This design comes from an exercise in tuning for a short achievable clock period and few clock cycles on the open sky130 flow, not from production work.
Only simulation tests tie the RTL to the original design; equivalence was not proved.

// single_cycle
module single_cycle(
input clk, reset,
output [31:0] pc,
input [31:0] instr,
output memwrite,
output [31:0] aluout, writedata,
input [31:0] readdata
);
  localparam DSTEP = 4;               
  localparam DCYC  = (32 + DSTEP - 1) / DSTEP;    
  localparam QW    = DCYC * DSTEP;                
  localparam BI    = 4;               
  localparam BN    = 1 << BI;
  localparam TB    = 12;              
  reg  [31:0] pc_q;
  reg  [31:0] ir_q, irpc_q;
  reg         irv_q;
  reg  [31:0] aluout_q, wdata_q;
  reg         memwrite_q;
  reg         ldm_v;                  
  reg  [4:0]  ldm_rd;
  reg         ldw_v;                  
  reg  [4:0]  ldw_rd;
  reg  [31:0] ldr_q;
  reg  [31:0] hi_q, lo_q;
  reg         dv_busy, dv_pend;     
  reg  [4:0]  dv_rd;
  reg  [5:0]  dv_cnt;                 
  reg  [31:0] dv_rem, dv_d;
  reg  [QW-1:0] dv_q;
  reg  [31:0] pc_o;                   
  assign pc        = pc_o;
  assign memwrite  = memwrite_q;
  assign aluout    = aluout_q;
  assign writedata = wdata_q;
  wire        weA;                    
  wire [4:0]  waA;
  wire [31:0] wdA;
  wire        weB = ldw_v;            
  wire [4:0]  waB = ldw_rd;
  wire [31:0] wdB = ldr_q;
  wire        weC = dv_pend & ~dv_busy;    
  wire [4:0]  waC = dv_rd;
  wire [31:0] wdC = lo_q;
  wire [1023:0] rff;
  assign rff[31:0] = 32'd0;
  genvar gi;
  generate for (gi = 1; gi < 32; gi = gi + 1) begin : R
    reg [31:0] q;
    always @(posedge clk)
      if (weA && waA == gi) q <= wdA;
      else if (weC && waC == gi) q <= wdC;
      else if (weB && waB == gi) q <= wdB;
    assign rff[gi*32 +: 32] = q;
  end endgenerate
  wire [5:0]  op    = ir_q[31:26];
  wire [5:0]  fn    = ir_q[5:0];
  ...
export LEC_CHECK = 0
export CAP_MARGIN = 30
export CORE_MARGIN = 2
export CORE_UTILIZATION = 30
export PLACE_DENSITY = 0.38
export SLEW_MARGIN = 30
export SYNTH_HIERARCHICAL = 1
export SYNTH_MINIMUM_KEEP_SIZE = 0
create_clock -name core_clock -period 125.0 [get_ports {clk}]
standard.sh (not shown) runs the stock make flow with config.mk's settings and CLKGATE_MAP_FILE= SYNTH_SCRIPT=/design/flow/synth_recipe.tcl, a recipe that flattens the netlist after the stock synthesis.
==> flow/flow/run.sh <==
#!/bin/bash
# Standard ORFS layout. Timing repair aims at 26.2 ns paths (slack margin
# 98.8 ns against the 125 ns clock) so the I/O and register paths get sized;
# sizing may change a cell's footprint (detailed placement follows each
# repair), and the port buffers start as buf_8.
set -euo pipefail
bash standard.sh SETUP_SLACK_MARGIN=98.8 MATCH_CELL_FOOTPRINT=0 \
  "BUFFER_PORTS_ARGS=-buffer_cell sky130_fd_sc_hd__buf_8" finish > standard_make.log 2>&1
Testbench counts at the start, summed over its fixed seeds: cycles 16,382.
Edit:
--- a/flow/design.v
+++ b/flow/design.v
@@ -486,28 +486,26 @@
   always @(posedge clk or posedge reset)
     if (reset) bt_v <= {BN{1'b0}};
     else if (bt_wr) bt_v[eidx] <= 1'b1;
   always @(posedge clk)
     if (bt_wr) begin
       bt_tag[eidx] <= irpc_q[TB-1:BI+2];
       bt_rs[eidx]  <= rs;
       bt_rt[eidx]  <= rt;
       bt_tgt[eidx] <= brtgt[TB-1:2];
     end
-  wire [13:0] php = pc4F[31:18] + 14'd1;
-  wire [13:0] phm = pc4F[31:18] - 14'd1;
   wire        use_base = redirect | stallE;
   wire [31:0] base = redirect ? npcE : stallE ? pc_q : pred;
   wire [31:0] pc_next, pc_next_o;
-  fetchsel fsel(.instr(instr), .pc4(pc4F), .php(php), .phm(phm), .base(base),
+  fetchsel fsel(.instr(instr), .pc4(pc4F), .base(base),
                 .use_base(use_base), .pc_next(pc_next));
-  fetchsel fselo(.instr(instr), .pc4(pc4F), .php(php), .phm(phm), .base(base),
+  fetchsel fselo(.instr(instr), .pc4(pc4F), .base(base),
                  .use_base(use_base), .pc_next(pc_next_o));
   always @(posedge clk or posedge reset)
     if (reset) begin
       pc_q  <= 32'd0;
       irv_q <= 1'b0;
     end else begin
       pc_q  <= pc_next;
       if (redirect) irv_q <= 1'b0;
       else if (!stallE) irv_q <= 1'b1;
     end
@@ -570,23 +568,21 @@
       lo_q <= fq;
     end else if (doE && f_mult) begin
       hi_q <= prod[63:32];
       lo_q <= prod[31:0];
     end
   end
 endmodule
 module fetchsel(
 input  [31:0] instr,
 input  [31:0] pc4,
-input  [13:0] php, phm,      
 input  [31:0] base,
 input         use_base,
 output [31:0] pc_next
 );
   wire fj  = instr[31:27] == 5'b00001;
   wire fbs = instr[31:26] == 6'b000100 && instr[25:21] == instr[20:16];
   wire [31:0] fjt = {pc4[31:28], instr[25:0], 2'b00};
-  wire [16:0] fbl = {1'b0, pc4[17:2]} + {1'b0, instr[15:0]};
-  wire [13:0] fbh = (fbl[16] & ~instr[15]) ? php : (~fbl[16] & instr[15]) ? phm : pc4[31:18];
-  wire [31:0] fbt = {fbh, fbl[15:0], 2'b00};
+  wire [9:0]  fbl = pc4[11:2] + instr[9:0];
+  wire [31:0] fbt = {pc4[31:12], fbl, 2'b00};
   assign pc_next = (use_base | ~(fj | fbs)) ? base : fj ? fjt : fbt;
 endmodule
What happened:
- routed wire length came out higher slightly
- die area went down slightly
- fmax fell slightly
- worst setup slack got worse by 0.12 ns
- critical path depth stays the same
- via count falls by a few percent
Testbench counts after the change, summed over its fixed seeds: cycles 16,382.

## afterwards: timing with drivers on the ports
How much do the figures lean on ideal ports? The routed layouts below were timed once more, with nothing changed but the port constraints. Step 1: set_driving_cell puts a clkbuf_16 on clk and a buf_2 on each other input, an assumption about the parent block. Step 2 times the ports against the registers' clock, not the clock port: input delays grow and output delays shrink by t, the midpoint of the rising clock arrivals with the driver on. a / b / c = no drivers / after step 1 / after step 2; a / b = the first two.
run | t, ns | slack for setup (ns) | worst setup path after step 2
the first run | 1.129 | 98.491 / 98.351 / 97.635 | input to register
the second run | 1.135 | 98.369 / 98.245 / 97.757 | input to register
After both steps every run listed still meets setup and hold. The setup slack of the first run, which loses most, moves by -0.140 ns with the drivers and by -0.856 ns with both steps.
